Context: an optimization exercise on an open-source flow, tuned for small area and a short achievable clock period. The choices shown serve that exercise and are no tape-out recipe. Only simulation tests tie the RTL to the original design; equivalence was not proved. Power and IR drop assume default switching activity.

--- flow/design.v ---
module aoi222(input a0, b0, a1, b1, a2, b2, output y);
    assign y = ~((a0 & b0) | (a1 & b1) | (a2 & b2));
endmodule
module nand2c(input a, b, output y);
    assign y = ~(a & b);
endmodule
module nand3c(input a, b, c, output y);
    assign y = ~(a & b & c);
endmodule
module nand4c(input a, b, c, d, output y);
    assign y = ~(a & b & c & d);
endmodule
module nor3c(input a, b, c, output y);
    assign y = ~(a | b | c);
endmodule
module rdbit(input [31:1] sel, input [31:1] d, output yn);
    wire [10:0] n;
    genvar g;
    generate
        for (g = 0; g < 10; g = g + 1) begin : a
            aoi222 u(.a0(sel[3*g+1]), .b0(d[3*g+1]), .a1(sel[3*g+2]), .b1(d[3*g+2]),
                     .a2(sel[3*g+3]), .b2(d[3*g+3]), .y(n[g]));
        end
    endgenerate
    nand2c u31(.a(sel[31]), .b(d[31]), .y(n[10]));
    wire p0, p1, p2;
    nand4c o0(.a(n[0]), .b(n[1]), .c(n[2]), .d(n[3]),  .y(p0));
    nand4c o1(.a(n[4]), .b(n[5]), .c(n[6]), .d(n[7]),  .y(p1));
    nand3c o2(.a(n[8]), .b(n[9]), .c(n[10]),           .y(p2));
    nor3c  o3(.a(p0), .b(p1), .c(p2), .y(yn));
endmodule
module mux2c(input s, a1, a0, output y);
    assign y = s ? a1 : a0;
endmodule
module ALU(
    input      [31:0] an, bx,
    input      [5:0]  f,
    input             rtype,      
    input             sub,        
    input      [4:0]  sh,         
    output     [31:0] y,
    output            eq          
);
    wire [31:0] a = ~an;
    wire [31:0] p = a ^ bx;
    wire [31:0] k = a & bx;
    genvar i, l;
    wire [6*32-1:0] G, P;
    assign G[31:0] = {k[31:1], k[0] | (p[0] & sub)};
    assign P[31:0] = p;
    generate
        for (l = 0; l < 5; l = l + 1) begin : lv
            for (i = 0; i < 32; i = i + 1) begin : b
                if (i >= (1 << l)) begin : m
                    assign G[(l+1)*32+i] = G[l*32+i] | (P[l*32+i] & G[l*32+i-(1<<l)]);
                    assign P[(l+1)*32+i] = P[l*32+i] & P[l*32+i-(1<<l)];
                end else begin : c
                    assign G[(l+1)*32+i] = G[l*32+i];
                    assign P[(l+1)*32+i] = P[l*32+i];
                end
            end
        end
    endgenerate
    wire [31:0] c = {G[5*32+30 : 5*32], sub};    
    wire [31:0] o  = a | bx;
    wire [31:0] lg = f[1] ? (f[0] ? ~o : p) : (f[0] ? o : k);
    assign eq = &p;
    wire        right = f[1];
    wire [31:0] br;
    generate
        for (i = 0; i < 32; i = i + 1) begin : rv
            assign br[i] = right ? bx[i] : bx[31-i];
        end
    endgenerate
    wire        fill = f[0] & bx[31];
    wire [31:0] s0 = sh[0] ? {fill,       br[31:1]}  : br;
    wire [31:0] s1 = sh[1] ? {{2{fill}},  s0[31:2]}  : s0;
    wire [31:0] s2 = sh[2] ? {{4{fill}},  s1[31:4]}  : s1;
    wire [31:0] s3 = sh[3] ? {{8{fill}},  s2[31:8]}  : s2;
    wire [31:0] s4 = sh[4] ? {{16{fill}}, s3[31:16]} : s3;
    wire is_sh  = rtype & ~f[5];
    wire is_lg  = rtype & f[5] & f[2];
    wire is_slt = rtype & f[5] & f[3];
    wire is_ar  = ~rtype | (f[5] & ~f[3] & ~f[2]);
    wire [31:0] other;
    generate
        for (i = 0; i < 32; i = i + 1) begin : r
            assign other[i] = (is_lg & lg[i]) | (is_sh & right & s4[i]) | (is_sh & ~right & s4[31-i]);
        end
        for (i = 1; i < 32; i = i + 1) begin : o1
            assign y[i] = c[i] ? ((is_ar & ~p[i]) | other[i]) : ((is_ar & p[i]) | other[i]);
        end
    endgenerate
    wire base0 = (is_ar & (p[0] ^ sub)) | other[0];
    assign y[0] = c[31] ? (base0 | (is_slt & ~p[31] & a[31]))
                        : (base0 | (is_slt & (p[31] | a[31])));
endmodule
module mips(
    input         clk, reset,
    output [31:0] pc,
    input  [31:0] instr,
    output        memwrite,
    output [31:0] aluout, writedata,
    input  [31:0] readdata
);
    wire [5:0] op = instr[31:26];
    wire [5:0] fn = instr[5:0];
    wire rtype = (op == 6'b000000);
    wire lw    = (op == 6'b100011);
    wire sw    = (op == 6'b101011);
    wire beq   = (op == 6'b000100);
    wire addi  = (op == 6'b001000);
    wire jmp   = (op == 6'b000010);
    assign memwrite = sw;
    wire regwrite = rtype | lw | addi;
    wire [31:0] rsn, rtn;    
    wire [31:0] rs = ~rsn, rt = ~rtn;
    wire [4:0]  wa = rtype ? instr[15:11] : instr[20:16];
    wire [31:0] wd = lw ? readdata : aluout;
    reg  [31*32-1:0] rf;    
    wire [31:1] s1, s2;
    genvar g, b;
    generate
        for (g = 1; g < 32; g = g + 1) begin : regs
            always @(posedge clk)
                if (regwrite && wa == g) rf[(g-1)*32 +: 32] <= wd;
            assign s1[g] = (instr[25:21] == g);
            assign s2[g] = (instr[20:16] == g);
        end
        for (b = 0; b < 32; b = b + 1) begin : rd
            wire [31:1] col;
            for (g = 1; g < 32; g = g + 1) begin : c
                assign col[g] = rf[(g-1)*32 + b];
            end
            rdbit r1(.sel(s1), .d(col), .yn(rsn[b]));
            rdbit r2(.sel(s2), .d(col), .yn(rtn[b]));
        end
    endgenerate
    assign writedata = rt;
    wire [31:0] simm = {{16{instr[15]}}, instr[15:0]};
    wire        sub  = beq | (rtype & fn[5] & fn[1] & ~fn[2]);
    wire        usert = rtype | beq;
    wire [31:0] bx, bx0, bx1;    
    assign bx0 = usert ? {32{sub}}  : simm;
    assign bx1 = usert ? {32{~sub}} : simm;
    generate
        for (b = 0; b < 32; b = b + 1) begin : bxm
            mux2c m(.s(rtn[b]), .a1(bx0[b]), .a0(bx1[b]), .y(bx[b]));
        end
    endgenerate
    wire [4:0]  sh   = fn[2] ? rs[4:0] : instr[10:6];
    wire        eq;
    ALU alu(.an(rsn), .bx(bx), .f(fn), .rtype(rtype), .sub(sub), .sh(sh),
            .y(aluout), .eq(eq));
    reg  [31:2] pcr;
    wire [31:2] pcp4 = pcr + 30'd1;
    wire [30:0] pcb1 = {pcr, 1'b1} + {simm[29:0], 1'b1};
    wire [31:2] pcbr = pcb1[30:1];
    wire [31:2] pcn  = jmp ? {pcp4[31:28], instr[25:0]} :
                       (beq & eq) ? pcbr : pcp4;
    always @(posedge clk or posedge reset)
        if (reset) pcr <= 30'b0;
        else       pcr <= pcn;
    assign pc = {pcr, 2'b00};
endmodule
--- flow/run.sh ---
#!/bin/bash
# synth_recipe.tcl (not shown) runs the flow's synth.tcl, then flattens the netlist and writes it again
# the make line also repeats each setting of config.mk as NAME=value (left out here)
make -C /OpenROAD-flow-scripts/flow DESIGN_CONFIG=/design/flow/config.mk WORK_HOME=/design/flow/orfs CLKGATE_MAP_FILE= SYNTH_SCRIPT=/design/flow/synth_recipe.tcl finish
--- flow/constraint.sdc ---
create_clock -name core_clock -period 11.5 [get_ports {clk}]
set_input_delay 2.3000 -clock core_clock [delete_from_list [all_inputs] [get_ports {clk}]]
set_output_delay 2.3000 -clock core_clock [all_outputs]
set_load 0.01 [all_outputs]
--- flow/config.mk ---
export PLATFORM = sky130hd
export DESIGN_NAME = mips
export DESIGN_NICKNAME = mips
export VERILOG_FILES = /design/flow/design.v
export SDC_FILE = /design/flow/constraint.sdc
export NUM_CORES = 4
export LEC_CHECK = 0
export CAP_MARGIN = 20
export CORE_MARGIN = 2
export CORE_UTILIZATION = 40
export CTS_BUF_LIST = sky130_fd_sc_hd__clkbuf_8 sky130_fd_sc_hd__clkbuf_16
export CTS_CLUSTER_DIAMETER = 100
export CTS_CLUSTER_SIZE = 30
export SETUP_SLACK_MARGIN = 2.4
export SLEW_MARGIN = 20
export SYNTH_HIERARCHICAL = 1
export SYNTH_MINIMUM_KEEP_SIZE = 0
==> impl_metrics.csv, run 1 <==
group,metric,value,unit
timing,rsz0062_at_grt,"true",
cells_and_area,multiInputGateArea,0.0220,sq mm
cells_and_area,layout_commonest_cell,"edfxtp_1",
yosys,synth_seq_cells,1022,
cells_and_area,regArea,0.0305,sq mm
yosys,synth_top_family_by_area,"compound AO/OA/AOI/OAI gates",
clocking,cts_tree,"done",
clocking,clkTransAtPathRegs,0.10,ns
cells_and_area,final_cell_mix,"edfxtp_1 (992), a222oi_1 (646), buf_4 (380)",
timing,min_period_over_period,82.4,%
routing,vias_per_cell,7.24,
hold_path,hold_class,"flip-flop to flip-flop",
global_route,grt_pass1_vias,40400,
cells_and_area,fillers,11000,
pwr,peakVddDrop,0.128,mV
pwr,swShare,35.0,%
yosys,synth_area,0.0511,sq mm
floorplanning,die_area,0.131,sq mm
floorplanning,initial_core_util,40.1,%
routing,wl,220,mm
global_route,antenna_found_initial,2,
worst_setup_path,path_max_fanout,24,
yosys,synthAdderAreaFrac,2.42,%
pwr,combPwrFrac,35.2,%
floorplanning,coreArea,0.127,sq mm
pwr,clkPwrFrac,18.3,%
global_route,grt_start_max_net_pins,82,
worst_setup_path,critPathLaunchType,"input pin",
status,status,"timing/DRC/antenna clean",
yosys,seq_area_frac_synth,59.8,%
worst_setup_path,slowest_stage,"mux4_2",
global_route,grt_usage,32.3,%
timing,slew_headroom,12.9,%
worst_setup_path,crit_path_max_incr_delay,0.59,ns
worst_setup_path,cp_common_cell,"buf_6",
cells_and_area,drive_above_1_share,25.9,%
global_route,gr-total-overflow,0,
clocking,hold_buffers,0,
timing,hold_viol_final,0,
pwr,p_leak,20.9,nW
pwr,p_switching,0.00360,W
timing,slew_violations,0,
routing,drt_pass1_iterations,14,
placement,hpwl,144,mm
flow_run,max_cap_viol_count,0,
clocking,cts_root_buf,"clkbuf_16",
timing,tightest_slew,1.31,ns
cells_and_area,fin_util,49.0,%
yosys,ys.flop_type,"edfxtp_1",
routing,drcViolationCount,0,
placement,portBuffers,160,
yosys,synth_compound_area_share,19.8,%
worst_setup_path,cp_cell_sequence,"buf_12, buf_12, nand3b_1, buf_4, nor2_4, buf_6, a222oi_1, nand4_1, nor3_2, buf_6, mux2_4, buf_6, mux4_2, buf_6, mux2i_4, a21boi_4, a21oi_2, o32ai_2, a31oi_1, o211ai_1, buf_2",
yosys,synth.top_cell.area_share,58.3,%
yosys,yosys.area_share.simple,9.47,%
yosys,synthXorXnorAreaFrac,1.18,%
floorplanning,die_w,361,um
clocking,cts_sinks,1022,
worst_setup_path,cp.arrival,7.17,ns
worst_setup_path,worstSetupPathType,"input pin to primary output",
floorplanning,die_h,361,um
pwr,internal-power,0.00669,W
timing,fin_skew,0.0400,ns
yosys,ys_warn_count,7,
worst_setup_path,crit_family,"compound AO/OA/AOI/OAI gates",
pwr,power_density,165,mW/mm^2
floorplanning,ios,163,
yosys,syn-instance-count,3809,
global_route,grt_pass1_wl,304,mm
yosys,synthTopCellsByArea,"edfxtp_1 (58%), a222oi_1 (13%), ha_1 (2.3%)",
timing,finalCriticalPeriod,9.47,ns
routing,final_antenna_net_count,0,
pwr,p_seq_share,46.5,%
yosys,async_reset_ff_share,2.94,%
timing,setup_viol,0,
timing,setup_tns,0,ns
cells_and_area,layout.nets,4537,
routing,num_vias,43800,
floorplanning,row_count,131,
cells_and_area,area_growth,22.2,%
clocking,clkLatencyLatePin,0.68,ns
yosys,synth_edf_count,992,
clocking,cts.htree.levels,2,
worst_setup_path,path_buf_inv,8,
yosys,synth.lib_cells_used.distinct,105,
clocking,cts_buffers,42,
timing,max_clock_freq,106,MHz
yosys,synth.area.mux_share,4.92,%
placement,place_congestion,1.00,
routing,post_drt_wl_per_cell,36.4,um
worst_setup_path,cp.required,9.20,ns
routing,drtIter0Drc,10500,
clocking,clockBufferDepth,3,
worst_setup_path,end_kind,"primary output",
yosys,syn_area_per_cell,13.4,sq um
yosys,yosys.area.top_type,"edfxtp_1",
-- routing by layer --
layer	track usage [%]	wire length [um]	vias to the layer above
met3	5.63	28800	525
met1	44.8	82100	21900
li1	-	-	17700
met4	17.9	15400	0
met2	48.1	93800	3664
met5	0	0	-
-- worst paths after layout --
check | slack, ns | start | cells past startpoint | to
worst max-delay path | 2.03 | instr[20] | 21 | aluout[19]
worst min-delay path | 0.49 | pcr[31] | 1 | pcr[31]
worst max register to register | 5.14 | rf[503] | 17 | pcr[31]
worst min register to register | 0.49 | pcr[31] | 1 | pcr[31]
max in group asynchronous | 9.09 | reset | 3 | pcr[13]
min in group asynchronous | 2.04 | reset | 3 | pcr[30]
-- what timing repair did --
action                                  in CTS  in global routing
cloned                                      13                  2
endpoints found under the setup margin      44                 32
endpoints found under the hold margin        0                  0
resized for setup                          556                137
pin swaps                                  242                139
setup buffers                              190                 71
-- Yosys stat by module (local to each module, per instance), excerpt --
| module | flops+latches | cells inside | times used |
|---|---|---|---|
| ALU | 0 | 1056 | 1 |
| aoi222 | 0 | 1 | 640 |
| mips | 1022 | 1761 | 1 |
| mux2c | 0 | 1 | 32 |
| nand2c | 0 | 1 | 64 |
| nand3c | 0 | 1 | 64 |
| nand4c | 0 | 1 | 128 |
| nor3c | 0 | 1 | 64 |
-- power groups by stage --
stage | registers [W] | logic (W) | clock network, W
2_1_floorplan | 0.00485 | 0.00162 | 0
3_3_place_gp | 0.00487 | 0.00304 | 0
3_5_place_dp | 0.00487 | 0.00305 | 0
4_1_cts | 0.00479 | 0.00337 | 0.00189
5_1_grt | 0.00480 | 0.00376 | 0.00199
6_report | 0.00479 | 0.00362 | 0.00188
-- synthesized netlist by cell type (9+ instances only) --
master	instances
nand3_1	106
o21ai_1	24
buf_6	10
inv_1	148
and3_1	20
nand2_1	251
nand4_1	146
nand2b_1	19
and2_1	9
nor3_1	42
edfxtp_1	992
nor2_1	215
buf_1	14
a222oi_1	646
mux2_4	35
nor3_2	66
o221ai_1	14
nor4_1	11
mux2i_1	58
o21ai_0	153
ha_1	94
xnor2_1	49
o22ai_1	30
o211ai_1	25
xor2_1	20
mux2_2	47
or3_1	9
dfrtp_1	30
clkbuf_1	75
buf_2	24
mux4_2	37
a31oi_1	26
a21o_1	26
o21a_1	21
a21oi_1	143
-- worst reg2reg max path, stage by stage (launching register included) --
cell and delay (ns):
edfxtp_1 0.40, a222oi_1 0.45, nand4_1 0.49, nor3_2 0.34
buf_4 0.21, mux2_4 0.26, buf_6 0.16, inv_1 0.05
ha_2 0.45, nand4_1 0.26, buf_4 0.22, or4_1 0.59
nor4_1 0.74, nand3_1 0.71, or4_1 0.61, nand3_1 0.11
a311oi_2 0.06, xnor2_1 0.14
-- stage by stage --
step                      instance area [sq um]  setup slack [ns]  hold WS [ns]  cells  power [W]
after floorplan                           51300              2.41         0.508   3810    0.00647
after global placement                    56600             0.149         0.476   5716    0.00791
after detailed placement                  56600             0.162         0.480   5716    0.00793
after CTS                                 61300              2.24         0.501   5971     0.0100
after global routing                      62400              2.09         0.533   6044     0.0106
final                                     62400              2.03         0.487   6045     0.0103
-- state kept, by name, indices dropped and copies added, names as in the netlist --
name,cells
rf,992
pcr,30
-- kinds of logic (layout without fill, tap and decap cells) --
family                   count (synthesis)  count (layout)
adder cells (fa/ha/maj)                 97              97
buffers and inverters                  283             846
AND/OR/NAND/NOR                        940             949
multiplexers                           180             180
flip-flops                            1022            1022
other                                    1               3
AO/OA/AOI/OAI                         1217            1217
XOR/XNOR                                69              69
-- cell type report --
type / count / area share, %
multi-input combinational: 2514 / 35.3
timing repair buffer: 643 / 9.53
clock buffer: 43 / 1.72
tap: 1662 / 3.33
antenna: 1 / 0.00401
clock inverter: 9 / 0.207
sequential: 1022 / 49.0
inverter: 151 / 0.943
==> run 2: changes to the inputs <==
--- a/flow/design.v
+++ b/flow/design.v
@@ -10,30 +10,41 @@
 module nand4c(input a, b, c, d, output y);
     assign y = ~(a & b & c & d);
 endmodule
-module nor3c(input a, b, c, output y);
-    assign y = ~(a | b | c);
-endmodule
-module rdbit(input [31:1] sel, input [31:1] d, output yn);
-    wire [10:0] n;
-    genvar g;
-    generate
-        for (g = 0; g < 10; g = g + 1) begin : a
-            aoi222 u(.a0(sel[3*g+1]), .b0(d[3*g+1]), .a1(sel[3*g+2]), .b1(d[3*g+2]),
-                     .a2(sel[3*g+3]), .b2(d[3*g+3]), .y(n[g]));
-        end
-    endgenerate
-    nand2c u31(.a(sel[31]), .b(d[31]), .y(n[10]));
-    wire p0, p1, p2;
-    nand4c o0(.a(n[0]), .b(n[1]), .c(n[2]), .d(n[3]),  .y(p0));
-    nand4c o1(.a(n[4]), .b(n[5]), .c(n[6]), .d(n[7]),  .y(p1));
-    nand3c o2(.a(n[8]), .b(n[9]), .c(n[10]),           .y(p2));
-    nor3c  o3(.a(p0), .b(p1), .c(p2), .y(yn));
+module mux4c(input [1:0] s, input d0, d1, d2, d3, output y);
+    assign y = s[1] ? (s[0] ? d3 : d2) : (s[0] ? d1 : d0);
 endmodule
 module mux2c(input s, a1, a0, output y);
     assign y = s ? a1 : a0;
 endmodule
+module ao8(input [7:0] h, input [7:0] d, output y);
+    wire n0, n1, n2, n3;
+    aoi222 u0(.a0(h[0]), .b0(d[0]), .a1(h[1]), .b1(d[1]), .a2(h[2]), .b2(d[2]), .y(n0));
+    aoi222 u1(.a0(h[3]), .b0(d[3]), .a1(h[4]), .b1(d[4]), .a2(h[5]), .b2(d[5]), .y(n1));
+    nand2c u2(.a(h[6]), .b(d[6]), .y(n2));
+    nand2c u3(.a(h[7]), .b(d[7]), .y(n3));
+    nand4c u4(.a(n0), .b(n1), .c(n2), .d(n3), .y(y));
+endmodule
+module ao7(input [7:1] h, input [7:1] d, output y);
+    wire n0, n1, n2;
+    aoi222 u0(.a0(h[1]), .b0(d[1]), .a1(h[2]), .b1(d[2]), .a2(h[3]), .b2(d[3]), .y(n0));
+    aoi222 u1(.a0(h[4]), .b0(d[4]), .a1(h[5]), .b1(d[5]), .a2(h[6]), .b2(d[6]), .y(n1));
+    nand2c u2(.a(h[7]), .b(d[7]), .y(n2));
+    nand3c u3(.a(n0), .b(n1), .c(n2), .y(y));
+endmodule
+module ao2222(input l0, q0, l1, q1, l2, q2, l3, q3, output y);
+    assign y = (l0 & q0) | (l1 & q1) | (l2 & q2) | (l3 & q3);
+endmodule
+module rdbit(input [7:0] h, input [3:0] l, input [31:1] d, output y);
+    wire [3:0] q;
+    ao7 g0(.h(h[7:1]), .d({d[28], d[24], d[20], d[16], d[12], d[8], d[4]}), .y(q[0]));
+    ao8 g1(.h(h), .d({d[29], d[25], d[21], d[17], d[13], d[9], d[5], d[1]}), .y(q[1]));
+    ao8 g2(.h(h), .d({d[30], d[26], d[22], d[18], d[14], d[10], d[6], d[2]}), .y(q[2]));
+    ao8 g3(.h(h), .d({d[31], d[27], d[23], d[19], d[15], d[11], d[7], d[3]}), .y(q[3]));
+    ao2222 m(.l0(l[0]), .q0(q[0]), .l1(l[1]), .q1(q[1]), .l2(l[2]), .q2(q[2]), .l3(l[3]), .q3(q[3]), .y(y));
+endmodule
 module ALU(
     input      [31:0] an, bx,
+    input      [31:0] bs,         
     input      [5:0]  f,
     input             rtype,      
     input             sub,        
@@ -69,10 +80,10 @@
     wire [31:0] br;
     generate
         for (i = 0; i < 32; i = i + 1) begin : rv
-            assign br[i] = right ? bx[i] : bx[31-i];
+            assign br[i] = right ? bs[i] : bs[31-i];
         end
     endgenerate
-    wire        fill = f[0] & bx[31];
+    wire        fill = f[0] & bs[31];
     wire [31:0] s0 = sh[0] ? {fill,       br[31:1]}  : br;
     wire [31:0] s1 = sh[1] ? {{2{fill}},  s0[31:2]}  : s0;
     wire [31:0] s2 = sh[2] ? {{4{fill}},  s1[31:4]}  : s1;
@@ -113,27 +124,33 @@
     wire jmp   = (op == 6'b000010);
     assign memwrite = sw;
     wire regwrite = rtype | lw | addi;
-    wire [31:0] rsn, rtn;    
-    wire [31:0] rs = ~rsn, rt = ~rtn;
+    wire [31:0] rs, rt;
     wire [4:0]  wa = rtype ? instr[15:11] : instr[20:16];
     wire [31:0] wd = lw ? readdata : aluout;
     reg  [31*32-1:0] rf;    
-    wire [31:1] s1, s2;
+    wire [7:0]  h1, h2;      
+    wire [3:0]  l1, l2;      
     genvar g, b;
     generate
         for (g = 1; g < 32; g = g + 1) begin : regs
             always @(posedge clk)
                 if (regwrite && wa == g) rf[(g-1)*32 +: 32] <= wd;
-            assign s1[g] = (instr[25:21] == g);
-            assign s2[g] = (instr[20:16] == g);
+        end
+        for (g = 0; g < 8; g = g + 1) begin : hd
+            assign h1[g] = (instr[25:23] == g);
+            assign h2[g] = (instr[20:18] == g);
+        end
+        for (g = 0; g < 4; g = g + 1) begin : ld
+            assign l1[g] = (instr[22:21] == g);
+            assign l2[g] = (instr[17:16] == g);
         end
         for (b = 0; b < 32; b = b + 1) begin : rd
             wire [31:1] col;
             for (g = 1; g < 32; g = g + 1) begin : c
                 assign col[g] = rf[(g-1)*32 + b];
             end
-            rdbit r1(.sel(s1), .d(col), .yn(rsn[b]));
-            rdbit r2(.sel(s2), .d(col), .yn(rtn[b]));
+            rdbit r1(.h(h1), .l(l1), .d(col), .y(rs[b]));
+            rdbit r2(.h(h2), .l(l2), .d(col), .y(rt[b]));
         end
     endgenerate
     assign writedata = rt;
@@ -145,12 +162,12 @@
     assign bx1 = usert ? {32{~sub}} : simm;
     generate
         for (b = 0; b < 32; b = b + 1) begin : bxm
-            mux2c m(.s(rtn[b]), .a1(bx0[b]), .a0(bx1[b]), .y(bx[b]));
+            mux2c m(.s(rt[b]), .a1(bx1[b]), .a0(bx0[b]), .y(bx[b]));
         end
     endgenerate
     wire [4:0]  sh   = fn[2] ? rs[4:0] : instr[10:6];
     wire        eq;
-    ALU alu(.an(rsn), .bx(bx), .f(fn), .rtype(rtype), .sub(sub), .sh(sh),
+    ALU alu(.an(~rs), .bx(bx), .bs(rt), .f(fn), .rtype(rtype), .sub(sub), .sh(sh),
             .y(aluout), .eq(eq));
     reg  [31:2] pcr;
     wire [31:2] pcp4 = pcr + 30'd1;
==> run 2 against run 1 <==
  * First-iteration DRC count rose by 5.8%
  * Fmax grew 2.2%
  * Worst setup slack better by 0.21 ns
==> impl_metrics.csv, run 2 <==
group,metric,value,unit
yosys,seq_area_frac_synth,59.3,%
worst_setup_path,worstSetupPathType,"input pin to primary output",
placement,portBuffers,160,
pwr,power_density,160,mW/mm^2
clocking,clockBufferDepth,3,
timing,slew_headroom,30.6,%
yosys,synth.lib_cells_used.distinct,85,
cells_and_area,final_cell_mix,"edfxtp_1 (992), nand2_1 (614), a222oi_1 (518)",
routing,post_drt_wl_per_cell,36.7,um
routing,num_vias,44500,
yosys,synth_compound_area_share,18.2,%
global_route,grt_pass1_wl,307,mm
global_route,antenna_found_initial,12,
worst_setup_path,cp.arrival,6.96,ns
floorplanning,die_w,363,um
timing,setup_tns,0,ns
clocking,cts_root_buf,"clkbuf_16",
yosys,synth.area.mux_share,5.79,%
routing,drtIter0Drc,11100,
placement,place_congestion,0.990,
timing,max_clock_freq,108,MHz
cells_and_area,layout.nets,4610,
cells_and_area,area_growth,18.5,%
clocking,cts.htree.levels,2,
timing,rsz0062_at_grt,"true",
placement,dp.cells,5952,
cells_and_area,largest_reg_flops,992,
clocking,clkLatencyLatePin,0.66,ns
yosys,synthXorXnorAreaFrac,1.26,%
yosys,synthAdderAreaFrac,2.40,%
yosys,ys_warn_count,7,
clocking,cts_sinks,1022,
yosys,synth_seq_cells,1022,
pwr,peakVddDrop,0.144,mV
placement,hpwl,131,mm
floorplanning,ios,163,
floorplanning,die_area,0.132,sq mm
yosys,ys_top_cells_by_count,"edfxtp_1 (992), nand2_1 (654), a222oi_1 (518), nand4_1 (212), inv_1 (145)",
yosys,syn-instance-count,4058,
cells_and_area,instances_no_fill,6117,
routing,wl,224,mm
yosys,ys.flop_type,"edfxtp_1",
pwr,internal-power,0.00645,W
yosys,synthTopCellsByArea,"edfxtp_1 (58%), a222oi_1 (10%), nand2_1 (4.8%)",
clocking,clkTransAtPathRegs,0.11,ns
pwr,p_leak,20.3,nW
hold_path,hold_class,"flip-flop to flip-flop",
cells_and_area,fin_area,0.0610,sq mm
pwr,p_switching,0.00331,W
routing,vias_per_cell,7.28,
pwr,p_seq_share,48.4,%
global_route,grt_pass1_vias,41200,
pwr,swShare,33.9,%
cells_and_area,largestRegisters,"rf x992, pcr x30",
cells_and_area,fillers,11200,
floorplanning,die_h,363,um
timing,setup_viol,0,
floorplanning,coreArea,0.128,sq mm
yosys,synth_area,0.0515,sq mm
timing,min_period_over_period,80.6,%
worst_setup_path,end_kind,"primary output",
cells_and_area,regMostFlops,"rf",
routing,final_antenna_net_count,0,
yosys,yosys.area.top_type,"edfxtp_1",
placement,placed_cell_area,0.0570,sq mm
floorplanning,initial_core_util,40.3,%
global_route,gr-total-overflow,0,
clocking,hold_buffers,0,
worst_setup_path,cp.required,9.20,ns
pwr,combPwrFrac,32.8,%
yosys,synth_edf_count,992,
timing,hold_viol_final,0,
cells_and_area,layout_commonest_cell,"edfxtp_1",
timing,fin_skew,0.0279,ns
floorplanning,row_count,131,
yosys,synth_most_common_cell,"edfxtp_1",
yosys,yosys.area_share.simple,10.9,%
cells_and_area,drive_above_1_share,18.6,%
yosys,async_reset_ff_share,2.94,%
pwr,clkPwrFrac,18.9,%
timing,slew_violations,0,
routing,drt_pass1_iterations,14,
global_route,grt_start_max_net_pins,67,
timing,tightest_slew,1.04,ns
yosys,synth.top_cell.area_share,57.8,%
global_route,grt_usage,32.3,%
worst_setup_path,critPathLaunchType,"input pin",
routing,drcViolationCount,0,
flow_run,max_cap_viol_count,0,
yosys,synth_top_family_by_area,"compound AO/OA/AOI/OAI gates",
yosys,syn_area_per_cell,12.7,sq um
status,status,"timing/DRC/antenna clean",
timing,finalCriticalPeriod,9.26,ns
clocking,cts_tree,"done",
clocking,cts_buffers,41,
worst_setup_path,path_max_fanout,20,
run 2: cell types whose count changed in the layout (fill, tap and decap cells not counted), moves of 31 or more:
cell      change
nor2_1       -31
a222oi_1    -128
nor3_4       -63
a22oi_2      +50
nand4_1      +66
nand2_1     +381
nor2_4       -43
a22oi_1      +75
buf_4       -191
run 2: Yosys stat by module (local to each module, per instance), a selection:
module,flip-flops and latches,cells,area [sq um]
nand4c,0,1,6.26
aoi222,0,1,10.0
nand2c,0,1,3.75
mux2c,0,1,15.0
mips,1022,1676,34600
ALU,0,942,6840
nand3c,0,1,5.00
ao2222,0,3,18.8
run 2: critical path, stage by stage:
cell and delay, ns:
buf_8 0.11, clkinvlp_4 0.14, buf_6 0.14, nor2_4 0.04, buf_12 0.15, buf_6 0.21, a222oi_1 0.38, nand3_1 0.16
a22oi_2 0.24, nand2_2 0.17, mux2_4 0.24, inv_1 0.04, ha_1 0.36, inv_1 0.14, o21ai_0 0.21, nand3_1 0.17
a211oi_2 0.24, nor3_4 0.06, buf_4 0.14, o311a_4 0.40, or4_4 0.50, nand3_4 0.12, clkdlybuf4s15_2 0.24
run 2: per-layer routing:
layer | part of all wire, % | vias to the layer above | track usage [%] | wire [um]
met5 | 0.043 | - | 0 | 96
met4 | 5.7 | 8 | 15.2 | 12700
met3 | 15 | 654 | 8.88 | 33700
met2 | 43 | 3953 | 48.6 | 96600
met1 | 36 | 22100 | 43.1 | 81300
li1 | - | 17900 | - | -
run 2: final timing paths:
check,start,to,slack [ns],depth (start not counted)
worst max-delay path,instr[20],aluout[0],2.24,23
worst min-delay path,pcr[29],pcr[29],0.67,2
worst max register to register,rf[416],rf[446],6.42,20
worst min register to register,pcr[29],pcr[29],0.67,2
max in group asynchronous,reset,pcr[27],9.15,3
min in group asynchronous,reset,pcr[30],2.04,3
run 2: final cells by class:
class	count	area, sq um	share of cell area, %
repair buffers	453	4830	7.92
clock inverters	7	83.8	0.137
multi-input cells	2781	21800	35.8
flip-flops and latches	1022	30500	50.1
inverters	148	569	0.933
clock buffers	43	1080	1.76
diodes	1	2.50	0.00410
well taps	1662	2080	3.41
run 2: cells by family after synthesis:
family | Yosys count
simple gates | 1226
compound gates | 1162
flops | 1022
buf+inv | 267
mux | 209
fa+ha+maj | 97
xor+xnor | 74
other cells | 1
run 2: power by group through the flow:
stage          Combinational (W)  Sequential, W  Clock (W)
2_1_floorplan            0.00160        0.00478          0
3_3_place_gp             0.00280        0.00480          0
3_5_place_dp             0.00281        0.00480          0
4_1_cts                  0.00300        0.00472    0.00184
5_1_grt                  0.00334        0.00472    0.00196
6_report                 0.00320        0.00472    0.00184
run 2: repair_timing:
item,4_1_cts,5_1_grt
setup buffers,62,29
pin swaps,90,103
resized for setup,304,159
gates cloned,12,11
endpoints found under the setup margin,32,32
run 2: through the flow:
| step | total power, W | util, % | hold WS, ns | setup slack, ns |
|---|---|---|---|---|
| 2_1_floorplan | 0.00638 | - | 0.643 | 0.980 |
| 3_5_place_dp | 0.00761 | 44.7 | 0.661 | 0.703 |
| 4_1_cts | 0.00956 | 47.0 | 0.677 | 2.31 |
| 5_1_grt | 0.0100 | 47.8 | 0.720 | 2.14 |
| 6_report | 0.00976 | 47.8 | 0.668 | 2.24 |
| 3_3_place_gp | 0.00760 | 44.7 | 0.673 | 0.698 |
==> run 3: changes to the inputs <==
==> flow/flow/run.sh (new file) <==
#!/bin/bash
# The standard layout, except that the port buffers are inserted as
# buf_2 cells (which repair may then resize within the buf family) instead of
# the default delay-buffer cell. Output goes to standard.log.
set -euo pipefail
export BUFFER_PORTS_ARGS="-buffer_cell sky130_fd_sc_hd__buf_2"
bash standard.sh > standard.log 2>&1
==> flow/standard.sh (new file) <==
#!/bin/bash
# synth_recipe.tcl (not shown) runs the flow's synth.tcl, then flattens the netlist and writes it again
# the make line also repeats each setting of config.mk as NAME=value (left out here)
make -C /OpenROAD-flow-scripts/flow DESIGN_CONFIG=/design/flow/config.mk WORK_HOME=/design/flow/orfs CLKGATE_MAP_FILE= SYNTH_SCRIPT=/design/flow/synth_recipe.tcl "${@:-finish}"
removed: flow/run.sh
==> run 3 against run 2 <==
  * Still clean
  * Via count increased by 1.1%
  * Sequential cell count unchanged
  * Clock skew increased by 0.022 ns
  * Register-to-register slack got worse by 0.22 ns
  * Routed wire length increased by 1.7%
  * Fmax decreased by 1.1%
  * Sequential power about the same
  * Die area unchanged
  * Final area decreased by 1.6%
  * Global-route usage increased by 1.0 points
  * Combinational power decreased by 3%
  * Critical endpoint unchanged
  * Largest power group unchanged
==> impl_metrics.csv, run 3 <==
group,metric,value,unit
cells_and_area,layout_commonest_cell,"edfxtp_1",
global_route,grt_pass1_wl,313,mm
yosys,synth_edf_count,992,
clocking,cts_sinks,1022,
routing,drtIter0Drc,11500,
pwr,peakVddDrop,0.151,mV
clocking,hold_buffers,0,
timing,fin_skew,0.0504,ns
cells_and_area,largestRegisters,"rf x992, pcr x30",
global_route,grt_start_max_net_pins,97,
floorplanning,row_count,131,
worst_setup_path,end_kind,"primary output",
yosys,syn_area_per_cell,12.7,sq um
cells_and_area,fin_area,0.0600,sq mm
timing,hold_viol_final,0,
flow_run,max_cap_viol_count,0,
cells_and_area,layout.nets,4614,
routing,post_drt_wl_per_cell,37.3,um
timing,setup_viol,0,
timing,finalCriticalPeriod,9.36,ns
yosys,ys_top_cells_by_count,"edfxtp_1 (992), nand2_1 (654), a222oi_1 (518), nand4_1 (212), inv_1 (145)",
worst_setup_path,worstSetupPathType,"input pin to primary output",
routing,final_antenna_net_count,0,
yosys,synthTopCellsByArea,"edfxtp_1 (58%), a222oi_1 (10%), nand2_1 (4.8%)",
placement,placed_cell_area,0.0561,sq mm
timing,rsz0062_at_grt,"true",
floorplanning,die_h,363,um
clocking,cts_buffers,42,
clocking,cts_root_buf,"clkbuf_16",
global_route,antenna_found_initial,11,
cells_and_area,area_growth,16.5,%
timing,tightest_slew,1.12,ns
routing,drcViolationCount,0,
cells_and_area,largest_reg_flops,992,
worst_setup_path,critPathLaunchType,"input pin",
yosys,synth.lib_cells_used.distinct,85,
worst_setup_path,r2r_end,"rf[586]",
floorplanning,die_w,363,um
floorplanning,coreArea,0.128,sq mm
clocking,clkLatencyLatePin,0.70,ns
placement,hpwl,131,mm
worst_setup_path,path_max_fanout,14,
global_route,grt_usage,33.3,%
routing,num_vias,45000,
placement,portBuffers,160,
yosys,syn-instance-count,4058,
worst_setup_path,reg2reg_depth,14,
hold_path,hold_class,"flip-flop to flip-flop",
yosys,synth_most_common_cell,"edfxtp_1",
timing,max_clock_freq,107,MHz
global_route,gr-total-overflow,0,
worst_setup_path,rrSetupSlack,6.20,ns
yosys,synth.top_cell.area_share,57.8,%
routing,vias_per_cell,7.35,
floorplanning,ios,163,
hold_path,min_from,"pcr[29]",
timing,min_period_over_period,81.4,%
yosys,synth_area,0.0515,sq mm
yosys,seq_area_frac_synth,59.3,%
global_route,grt_pass1_vias,41600,
worst_setup_path,r2r_start,"rf[32]",
yosys,yosys.area.top_type,"edfxtp_1",
clocking,clkTransAtPathRegs,0.10,ns
floorplanning,initial_core_util,40.3,%
cells_and_area,fin_util,47.0,%
hold_path,min_to,"pcr[29]",
pwr,p_leak,20.2,nW
clocking,cts.htree.levels,2,
routing,drt_pass1_iterations,14,
yosys,ys_warn_count,7,
clocking,cts_tree,"done",
floorplanning,die_area,0.132,sq mm
cells_and_area,regMostFlops,"rf",
routing,wl,228,mm
worst_setup_path,cp.required,9.20,ns
yosys,ys.flop_type,"edfxtp_1",
worst_setup_path,cp.arrival,7.06,ns
cells_and_area,fillers,11200,
yosys,async_reset_ff_share,2.94,%
yosys,synth_seq_cells,1022,
timing,slew_headroom,25.5,%
cells_and_area,final_cell_mix,"edfxtp_1 (992), nand2_1 (616), a222oi_1 (518)",
hold_path,hold_depth,2,
cells_and_area,drive_above_1_share,20.7,%
pwr,power_density,162,mW/mm^2
timing,setup_tns,0,ns
timing,slew_violations,0,
placement,place_congestion,1.00,
status,status,"timing/DRC/antenna clean",
clocking,clockBufferDepth,3,
## run 3: cells by family (layout without fill, tap and decap cells)
family / count (synthesis) / count (layout) / share of synthesized area [%]
fa+ha+maj: 97 / 97 / 2.40
buf+inv: 267 / 660 / 2.17
xor+xnor: 74 / 74 / 1.26
simple gates: 1226 / 1231 / 10.9
compound gates: 1162 / 1162 / 18.2
flops: 1022 / 1022 / 59.3
other cells: 1 / 8 / 0.00728
mux: 209 / 211 / 5.79
## run 3: modules after synthesis (local to each module, per instance), a selection
module | times used | flip-flops and latches | area (sq um) | cells inside
ALU | 1 | 0 | 6840 | 942
ao2222 | 64 | 0 | 18.8 | 3
aoi222 | 512 | 0 | 10.0 | 1
mips | 1 | 1022 | 34600 | 1676
mux2c | 32 | 0 | 15.0 | 1
nand2c | 448 | 0 | 3.75 | 1
nand3c | 64 | 0 | 5.00 | 1
nand4c | 192 | 0 | 6.26 | 1
## run 3: per-layer routing
layer	wire length (um)	up-vias	part of all wire (%)	GRT usage, %
met5	39	-	0.017	0.481
met4	15400	6	6.7	18.3
met2	95800	4104	42	48.7
li1	-	17900	-	-
met3	35900	776	16	10.4
met1	81100	22300	36	43.8
## run 3: where the power goes
| part | switching (W) | internal [W] | leakage (nW) |
|---|---|---|---|
| Sequential | 0.0000647 | 0.00465 | 9.27 |
| Clock | 0.00118 | 0.000722 | 0.590 |
| Combinational | 0.00207 | 0.00102 | 10.4 |
| Total | 0.00332 | 0.00638 | 20.2 |
## run 3: metrics by stage
step / total power, W / std cells / hold WS, ns / setup WS (ns)
final: 0.00971 / 6127 / 0.669 / 2.14
after global routing: 0.00996 / 6123 / 0.721 / 2.09
after CTS: 0.00949 / 6101 / 0.665 / 2.27
after detailed placement: 0.00749 / 5944 / 0.648 / 1.07
after global placement: 0.00748 / 5944 / 0.634 / 1.07
after floorplan: 0.00638 / 4059 / 0.643 / 0.980
## run 3: worst max-delay path, cell delays in order
cell,delay (ns)
buf_2,0.22
nor2b_4,0.61
buf_4,0.38
buf_4,0.42
a22oi_1,0.21
nand2_1,0.12
inv_1,0.15
ha_1,0.43
and3_4,0.23
and2_1,0.17
nand3_1,0.15
a211oi_2,0.31
nor3_4,0.14
o311a_4,0.40
or4_4,0.50
nand3_4,0.11
buf_2,0.15
## run 3: how the worst max path moves through the flow
stage               startpoint         end  slack (ns)  cells after the start
global route         instr[19]  aluout[23]        2.09                     23
detailed placement   instr[20]  aluout[30]        1.07                     20
global placement     instr[20]  aluout[30]        1.07                     20
finish               instr[22]   aluout[0]        2.14                     17
floorplan            instr[20]  aluout[30]        0.98                     20
CTS                  instr[18]  aluout[30]        2.27                     24
## run 3: cell type report
class / count / area, sq um / share of cell area (%)
timing repair buffer: 460 / 4080 / 6.80
tap: 1662 / 2080 / 3.47
inverter: 148 / 564 / 0.940
antenna: 6 / 15.0 / 0.0250
multi-input combinational: 2777 / 21500 / 35.9
sequential: 1022 / 30500 / 50.9
clock buffer: 43 / 1080 / 1.79
clock inverter: 9 / 131 / 0.219
## run 3: what timing repair did
item | in CTS | in global routing
gates cloned | 14 | 1
setup buffers | 91 | 19
setup endpoints to repair | 32 | 29
endpoints found under the hold margin | 0 | 0
resized for setup | 183 | 93
pin swaps | 70 | 80
==> run 4: changes to the inputs <==
--- a/flow/design.v
+++ b/flow/design.v
@@ -17,19 +17,10 @@
     assign y = s ? a1 : a0;
 endmodule
 module ao8(input [7:0] h, input [7:0] d, output y);
-    wire n0, n1, n2, n3;
-    aoi222 u0(.a0(h[0]), .b0(d[0]), .a1(h[1]), .b1(d[1]), .a2(h[2]), .b2(d[2]), .y(n0));
-    aoi222 u1(.a0(h[3]), .b0(d[3]), .a1(h[4]), .b1(d[4]), .a2(h[5]), .b2(d[5]), .y(n1));
-    nand2c u2(.a(h[6]), .b(d[6]), .y(n2));
-    nand2c u3(.a(h[7]), .b(d[7]), .y(n3));
-    nand4c u4(.a(n0), .b(n1), .c(n2), .d(n3), .y(y));
+    assign y = |(h & d);
 endmodule
 module ao7(input [7:1] h, input [7:1] d, output y);
-    wire n0, n1, n2;
-    aoi222 u0(.a0(h[1]), .b0(d[1]), .a1(h[2]), .b1(d[2]), .a2(h[3]), .b2(d[3]), .y(n0));
-    aoi222 u1(.a0(h[4]), .b0(d[4]), .a1(h[5]), .b1(d[5]), .a2(h[6]), .b2(d[6]), .y(n1));
-    nand2c u2(.a(h[7]), .b(d[7]), .y(n2));
-    nand3c u3(.a(n0), .b(n1), .c(n2), .y(y));
+    assign y = |(h & d);
 endmodule
 module ao2222(input l0, q0, l1, q1, l2, q2, l3, q3, output y);
     assign y = (l0 & q0) | (l1 & q1) | (l2 & q2) | (l3 & q3);
@@ -42,8 +33,11 @@
     ao8 g3(.h(h), .d({d[31], d[27], d[23], d[19], d[15], d[11], d[7], d[3]}), .y(q[3]));
     ao2222 m(.l0(l[0]), .q0(q[0]), .l1(l[1]), .q1(q[1]), .l2(l[2]), .q2(q[2]), .l3(l[3]), .q3(q[3]), .y(y));
 endmodule
+module hold2(input we, wen, input [1:0] wd, q, output [1:0] d);
+    assign d = (wd & {2{we}}) | (q & {2{wen}});
+endmodule
 module ALU(
-    input      [31:0] an, bx,
+    input      [31:0] a, bx,
     input      [31:0] bs,         
     input      [5:0]  f,
     input             rtype,      
@@ -52,7 +46,6 @@
     output     [31:0] y,
     output            eq          
 );
-    wire [31:0] a = ~an;
     wire [31:0] p = a ^ bx;
     wire [31:0] k = a & bx;
     genvar i, l;
@@ -133,8 +126,14 @@
     genvar g, b;
     generate
         for (g = 1; g < 32; g = g + 1) begin : regs
+            wire        we = regwrite && wa == g;
+            wire [31:0] d;
+            genvar j;
+            for (j = 0; j < 16; j = j + 1) begin : hb
+                hold2 h(.we(we), .wen(~we), .wd(wd[2*j +: 2]), .q(rf[(g-1)*32 + 2*j +: 2]), .d(d[2*j +: 2]));
+            end
             always @(posedge clk)
-                if (regwrite && wa == g) rf[(g-1)*32 +: 32] <= wd;
+                rf[(g-1)*32 +: 32] <= d;
         end
         for (g = 0; g < 8; g = g + 1) begin : hd
             assign h1[g] = (instr[25:23] == g);
@@ -167,7 +166,7 @@
     endgenerate
     wire [4:0]  sh   = fn[2] ? rs[4:0] : instr[10:6];
     wire        eq;
-    ALU alu(.an(~rs), .bx(bx), .bs(rt), .f(fn), .rtype(rtype), .sub(sub), .sh(sh),
+    ALU alu(.a(rs), .bx(bx), .bs(rt), .f(fn), .rtype(rtype), .sub(sub), .sh(sh),
             .y(aluout), .eq(eq));
     reg  [31:2] pcr;
     wire [31:2] pcp4 = pcr + 30'd1;
==> run 4 against run 3 <==
  * Still clean on timing, DRC and antenna
  * Count of clock-buffer cells in the layout grew 2
  * Clock power is 4% higher
  * Non-clock buffer count is 31 higher
  * Combinational power fell by 34%
  * Via count up 20%
  * Final cell count grew 17%
  * Worst hold slack worse by 0.18 ns
  * Synthesized area down 1.5%
  * Global-route usage rose by 4.9 points
  * Largest cell class is now multi-input gates
  * Largest power group unchanged
==> impl_metrics.csv, run 4 <==
group,metric,value,unit
routing,final_antenna_net_count,0,
clocking,cts_buffers,43,
clocking,clkTransAtPathRegs,0.11,ns
global_route,grt_pass1_wl,368,mm
worst_setup_path,cp.arrival,6.96,ns
routing,vias_per_cell,7.55,
timing,finalCriticalPeriod,9.26,ns
global_route,antenna_found_initial,4,
timing,hold_viol_final,0,
routing,num_vias,54000,
clocking,cts_sinks,1022,
global_route,gr-total-overflow,0,
clocking,cts_tree,"done",
worst_setup_path,path_max_fanout,13,
pwr,peakVddDrop,0.114,mV
routing,wl,264,mm
yosys,synth.area.mux_share,5.80,%
yosys,synth_compound_area_share,39.8,%
timing,fin_ws,2.24,ns
floorplanning,die_h,360,um
placement,hpwl,157,mm
yosys,synth_edf_count,0,
floorplanning,coreArea,0.126,sq mm
yosys,async_reset_ff_share,2.94,%
floorplanning,die_area,0.130,sq mm
floorplanning,row_count,130,
yosys,synth.lib_cells_used.distinct,87,
clocking,cts_root_buf,"clkbuf_16",
yosys,syn_area_per_cell,10.1,sq um
timing,rsz0062_at_grt,"true",
cells_and_area,drive_above_1_share,18.7,%
cells_and_area,layout_commonest_cell,"a22o_1",
cells_and_area,fin_area,0.0599,sq mm
pwr,p_leak,22.4,nW
timing,setup_viol,0,
cells_and_area,regMostFlops,"rf",
cells_and_area,area_growth,18.0,%
yosys,synth_most_common_cell,"a22oi_1",
routing,drcViolationCount,0,
floorplanning,initial_core_util,40.4,%
clocking,cts.htree.levels,2,
yosys,synth_area,0.0507,sq mm
timing,fin_skew,0.0391,ns
placement,place_congestion,1.01,
global_route,grt_usage,38.2,%
yosys,ys.flop_type,"dfxtp_1",
timing,slew_violations,0,
yosys,synthAdderAreaFrac,2.44,%
clocking,clockBufferDepth,3,
placement,pre_cts_slack,1.30,ns
yosys,syn-instance-count,5049,
cells_and_area,final_cell_mix,"a22o_1 (993), dfxtp_1 (992), a22oi_1 (928)",
yosys,yosys.area_share.simple,7.98,%
clocking,clkLatencyLatePin,0.70,ns
clocking,hold_buffers,0,
status,status,"timing/DRC/antenna clean",
worst_setup_path,end_kind,"primary output",
floorplanning,ios,163,
global_route,grt_pass1_vias,49800,
yosys,yosys.area.top_type,"dfxtp_1",
worst_setup_path,worstSetupPathType,"input pin to primary output",
timing,slew_headroom,25.2,%
yosys,synth_top_family_by_area,"compound AO/OA/AOI/OAI gates",
pwr,finalPower,0.00800,W
placement,placed_cell_area,0.0554,sq mm
pwr,power_density,134,mW/mm^2
cells_and_area,layout.nets,5641,
timing,max_clock_freq,108,MHz
floorplanning,die_w,360,um
yosys,ys_top_cells_by_count,"a22oi_1 (1032), a22o_1 (993), dfxtp_1 (992), nand2_1 (240), nand4_1 (210)",
yosys,synthTopCellsByArea,"dfxtp_1 (39%), a22o_1 (17%), a22oi_1 (15%)",
routing,post_drt_wl_per_cell,37.0,um
cells_and_area,largest_reg_flops,992,
routing,drt_pass1_iterations,11,
flow_run,max_cap_viol_count,0,
hold_path,hold_class,"flip-flop to flip-flop",
worst_setup_path,cp.required,9.20,ns
yosys,synth_seq_cells,1022,
routing,drtIter0Drc,10700,
yosys,seq_area_frac_synth,40.6,%
timing,setup_tns,0,ns
yosys,synthXorXnorAreaFrac,1.23,%
placement,portBuffers,160,
cells_and_area,largestRegisters,"rf x992, pcr x30",
worst_setup_path,critPathLaunchType,"input pin",
yosys,ys_warn_count,7,
yosys,synth.top_cell.area_share,39.1,%
timing,min_period_over_period,80.5,%
global_route,grt_start_max_net_pins,63,
timing,tightest_slew,1.12,ns
run 4: path summary, 6_finish.rpt:
kind                            depth (start not counted)  slack (ns)          to      start
worst max-delay path                                   21        2.24  aluout[26]  instr[19]
worst min-delay path                                    1        0.49     pcr[31]    pcr[31]
worst max register to register                         18        6.00     rf[956]    rf[480]
worst min register to register                          1        0.49     pcr[31]    pcr[31]
max in group asynchronous                               3        9.45      pcr[3]      reset
min in group asynchronous                               3        1.69     pcr[23]      reset
run 4: where the power goes:
group,switching (W),leakage (nW),internal (W)
clock,0.00126,0.605,0.000722
sequential,0.000219,8.40,0.00376
combinational,0.00132,13.4,0.000717
total,0.00280,22.4,0.00520
run 4: through the flow:
| stage | hold WS, ns | instances | utilization [%] |
|---|---|---|---|
| floorplan | 0.460 | 5050 | - |
| global placement | 0.462 | 6933 | 44.0 |
| detailed placement | 0.475 | 6933 | 44.0 |
| CTS | 0.490 | 7094 | 46.8 |
| global route | 0.510 | 7138 | 47.6 |
| finish | 0.486 | 7143 | 47.6 |
run 4: cell families after synthesis:
group                      after synthesis
and+or+nand+nor                        808
DFF                                   1022
xor gates and xnor gates                71
buffers and inverters                  259
other                                    1
muxes                                  211
adders and majority gates               97
AOI/OAI and AO/OA                     2580
run 4: area by class of cell:
type | instances | area, sq um
fill | 11700 | 65800
multi-input combinational | 3776 | 30900
clock inverter | 10 | 159
clock buffer | 45 | 1100
sequential | 1022 | 20600
antenna | 5 | 12.5
timing repair buffer | 491 | 4470
inverter | 144 | 556
tap | 1650 | 2060
run 4: what timing repair did:
| action | in CTS | in global routing |
|---|---|---|
| buffers inserted | 91 | 38 |
| gates cloned | 15 | 6 |
| resized for setup | 216 | 131 |
| setup endpoints to repair | 32 | 24 |
| pin swaps | 76 | 116 |
run 4: Yosys stat by module (local to each module, per instance), a selection:
module	times used	flip-flops and latches
ao8	192	0
ALU	1	0
mips	1	1022
ao2222	64	0
hold2	496	0
mux2c	32	0
run 4: worst max-delay path: stages:
cell and delay (ns):
buf_12 0.11, nand2b_4 0.16, nor2_4 0.06, buf_12 0.15
buf_16 0.17, a222oi_1 0.39, nand3_1 0.14, a22oi_2 0.52
nand2_4 0.16, mux2_4 0.35, inv_2 0.07, ha_4 0.18
nand3_4 0.10, o221a_4 0.26, o41ai_4 0.43, a31oi_4 0.18
o31a_1 0.35, or4_1 0.49, nand4_1 0.11, buf_6 0.14
buf_6 0.10
run 4: layer usage:
layer | up-vias | wire, um | global-route usage (%)
met5 | - | 19 | 0.148
met4 | 4 | 20800 | 25.0
met3 | 1033 | 38700 | 12.1
met2 | 4634 | 107000 | 54.3
met1 | 26400 | 97900 | 49.5
li1 | 21900 | - | -
==> run 5: changes to the inputs <==
==> flow/run.sh (new file) <==
#!/bin/bash
# synth_recipe.tcl (not shown) runs the flow's synth.tcl, then flattens the netlist and writes it again
# the make line also repeats each setting of config.mk as NAME=value (left out here)
make -C /OpenROAD-flow-scripts/flow DESIGN_CONFIG=/design/flow/config.mk WORK_HOME=/design/flow/orfs CLKGATE_MAP_FILE= SYNTH_SCRIPT=/design/flow/synth_recipe.tcl finish
removed: flow/flow/run.sh
removed: flow/standard.sh
==> run 5 against run 4 <==
  * Still clean on timing, DRC and antenna
  * Power is 1.8% higher
  * Register-to-register slack worse by 0.17 ns
  * Worst hold slack improved by 0.0036 ns
  * Synthesized cell count stayed put
  * Sequential cell count stayed put
  * Combinational power increased by 3%
  * First-iteration DRC count shrank 0.98%
  * Critical path depth rose by 2
  * Count of clock-buffer cells in the layout up 2
  * Clock power is 4% higher
  * Via count is 0.82% higher
  * Critical path type unchanged
  * Highest routed layer unchanged
==> impl_metrics.csv, run 5 <==
group,metric,value,unit
status,status,"timing/DRC/antenna clean",
yosys,synthTopCellsByArea,"dfxtp_1 (39%), a22o_1 (17%), a22oi_1 (15%)",
timing,slew_headroom,12.4,%
timing,min_period_over_period,80.5,%
global_route,antenna_found_initial,10,
yosys,synth_area,0.0507,sq mm
global_route,met3_usage,12.9,%
cells_and_area,area_growth,20.2,%
cells_and_area,regMostFlops,"rf",
yosys,synth.top_cell.area_share,39.1,%
timing,setup_tns,0,ns
global_route,gr-max-usage-layer,"met2",
worst_setup_path,end_kind,"primary output",
global_route,grt_pass1_vias,50500,
worst_setup_path,slowest_stage,"nor2_4",
placement,hpwl,159,mm
clocking,hold_buffers,0,
timing,fin_skew,0.0627,ns
worst_setup_path,critPathLaunchType,"input pin",
floorplanning,row_count,130,
clocking,cts.htree.levels,2,
timing,slew_violations,0,
timing,rsz0062_at_grt,"true",
cells_and_area,largestRegisters,"rf x992, pcr x30",
worst_setup_path,path_max_fanout,16,
yosys,ys.flop_type,"dfxtp_1",
clocking,cts_buffers,44,
floorplanning,initial_core_util,40.4,%
routing,num_vias,54400,
flow_run,max_cap_viol_count,0,
yosys,synth.lib_cells_used.distinct,87,
cells_and_area,layout_commonest_cell,"a22o_1",
routing,wl,265,mm
clocking,clkLatencyLatePin,0.70,ns
cells_and_area,drive_above_1_share,17.4,%
routing,post_drt_wl_per_cell,36.6,um
placement,place_congestion,0.973,
yosys,ys_top_cells_by_count,"a22oi_1 (1032), a22o_1 (993), dfxtp_1 (992), nand2_1 (240), nand4_1 (210)",
pwr,p_leak,22.8,nW
yosys,ys_warn_count,7,
routing,drtIter0Drc,10600,
yosys,async_reset_ff_share,2.94,%
placement,portBuffers,160,
pwr,power_density,134,mW/mm^2
clocking,cts_tree,"done",
yosys,yosys.area.top_type,"dfxtp_1",
clocking,cts_sinks,1022,
global_route,met2_usage,54.2,%
cells_and_area,largest_reg_flops,992,
yosys,synth_edf_count,0,
worst_setup_path,cp.required,9.20,ns
clocking,cts_root_buf,"clkbuf_16",
worst_setup_path,cp_common_cell,"buf_6",
yosys,syn_area_per_cell,10.1,sq um
clocking,clockBufferDepth,3,
worst_setup_path,crit_path_max_incr_delay,0.42,ns
routing,final_antenna_net_count,0,
routing,drt_pass1_iterations,9,
yosys,synth_seq_cells,1022,
floorplanning,ios,163,
cells_and_area,final_cell_mix,"a22o_1 (993), dfxtp_1 (992), a22oi_1 (940)",
global_route,met1_usage,50.2,%
routing,drcViolationCount,0,
floorplanning,die_area,0.130,sq mm
yosys,synth_most_common_cell,"a22oi_1",
worst_setup_path,cp_cell_sequence,"buf_12, nand2b_4, nor2_4, buf_6, buf_8, a22oi_1, nand4_1, a22oi_2, nand2_4, mux2_4, inv_1, ha_4, and3_4, a221oi_4, o221a_4, o41ai_4, a31oi_4, o31a_1, buf_4, or4_1, nand4_1, buf_6, buf_6",
timing,max_clock_freq,108,MHz
global_route,grt_pass1_wl,372,mm
timing,finalCriticalPeriod,9.25,ns
worst_setup_path,cp.arrival,6.95,ns
timing,setup_viol,0,
yosys,seq_area_frac_synth,40.6,%
cells_and_area,layout.nets,5713,
worst_setup_path,worstSetupPathType,"input pin to primary output",
timing,tightest_slew,1.31,ns
hold_path,hold_class,"flip-flop to flip-flop",
global_route,grt_start_max_net_pins,76,
global_route,gr-total-overflow,0,
floorplanning,die_w,360,um
yosys,syn-instance-count,5049,
clocking,clkTransAtPathRegs,0.11,ns
pwr,peakVddDrop,0.143,mV
floorplanning,coreArea,0.126,sq mm
timing,hold_viol_final,0,
floorplanning,die_h,360,um
routing,vias_per_cell,7.53,
placement,placed_cell_area,0.0566,sq mm
global_route,grt_usage,38.6,%
cells_and_area,fin_area,0.0610,sq mm
==> run 5: worst paths after layout <==
check	from	endpoint	slack [ns]	cells after the start
setup / recovery	instr[19]	aluout[26]	2.25	23
hold / removal	pcr[31]	pcr[31]	0.49	1
setup reg to reg	rf[735]	pcr[29]	5.83	16
hold reg to reg	pcr[31]	pcr[31]	0.49	1
max in group asynchronous	reset	pcr[3]	9.10	3
min in group asynchronous	reset	pcr[31]	2.01	3
==> run 5: cells by family (layout without fill, tap and decap cells) <==
kind of cell | after synthesis | count (layout) | synth area share (%)
other | 1 | 6 | 0.00739
muxes | 211 | 216 | 5.80
xor gates and xnor gates | 71 | 71 | 1.23
adders and majority gates | 97 | 97 | 2.44
DFF | 1022 | 1022 | 40.6
AOI/OAI and AO/OA | 2580 | 2580 | 39.8
and+or+nand+nor | 808 | 816 | 7.98
buffers and inverters | 259 | 761 | 2.09
==> run 5: power by group <==
part	internal (W)	switching, W	leakage [nW]	total [W]
combinational	0.000786	0.00133	13.7	0.00211
clock	0.000769	0.00128	0.667	0.00205
sequential	0.00376	0.000218	8.40	0.00398
total	0.00532	0.00283	22.8	0.00815
==> run 5: final cells by class <==
class | count | area [sq um]
diodes | 4 | 10.0
multi-input cells | 3782 | 30900
flip-flops and latches | 1022 | 20600
clock buffers | 47 | 1160
inverters | 144 | 559
well taps | 1650 | 2060
repair buffers | 556 | 5420
fillers | 11500 | 64800
clock inverters | 14 | 208
==> run 5: repair_timing <==
action                                  CTS  global route
buffers inserted                         99            48
pin swaps                                95           104
gates cloned                             19             1
gates resized for setup                 340           123
endpoints found under the setup margin   32            32
==> run 5: per-layer routing <==
metal  vias to the layer above  wire (um)
met5                         -         81
met4                        12      20100
met3                      1067      39600
met2                      4801     107000
met1                     26400      98100
li1                      22100          -
==> run 5: per-module statistics from Yosys (local to each module, per instance), a selection <==
module	cells	flip-flops and latches	copies in the design	cell area (sq um)
mux2c	1	0	32	15.0
ao7	4	0	64	30.0
ALU	960	0	1	6860
hold2	2	0	496	17.5
ao2222	3	0	64	18.8
mips	1657	1022	1	24600
ao8	5	0	192	36.3
==> run 5: critical path: cells and delay by family <==
kind | cells | cell delay [ns]
buffers and inverters | 7 | 0.97
AO/OA/AOI/OAI | 7 | 1.54
adder cells (fa/ha/maj) | 1 | 0.17
multiplexers | 1 | 0.32
AND/OR/NAND/NOR | 7 | 1.60
==> run 5: through the flow <==
step,hold WS (ns),std cells,worst slack [ns],util (%),power [W]
floorplan,0.460,5050,0.861,-,0.00512
global placement,0.473,6987,0.271,45.0,0.00591
detailed placement,0.479,6987,0.262,45.0,0.00592
CTS,0.502,7166,2.26,47.9,0.00800
global route,0.525,7215,2.22,48.5,0.00836
finish,0.490,7219,2.25,48.5,0.00815

-- port drivers added, routing unchanged --
In the flow no input, the clock included, has a driving cell. The finished layouts below were timed again as built, in two steps. Step 1 sets driving cells, clkbuf_16 on the clock port and buf_2 on the other inputs (assumed; they add their load-dependent delay and slew). Step 2 times the ports against the registers' clock, not the clock port: input delays grow and output delays shrink by t, the midpoint of the rising clock arrivals with the driver on. a / b / c = ideal / step 1 / step 2; a / b = the first two.
run	shift t [ns]	setup WS [ns]	clock arrival spread, ns	worst slew at a driven data input, ns	pins driven straight from the clock port
run 1	0.729	2.029 / 1.979 / 1.979	0.040 / 0.040	0.11	1
run 2	0.724	2.236 / 2.156 / 2.156	0.028 / 0.028	0.08	1
run 3	0.759	2.138 / 2.106 / 2.106	0.051 / 0.050	0.10	1
run 4	0.752	2.238 / 2.175 / 2.175	0.039 / 0.039	0.07	1
run 5	0.754	2.246 / 2.193 / 2.193	0.063 / 0.063	0.07	1
After both steps every run listed still meets setup and hold. For run 2, which loses most, drivers alone change the setup slack by -0.080 ns; drivers and shift together by -0.080 ns.
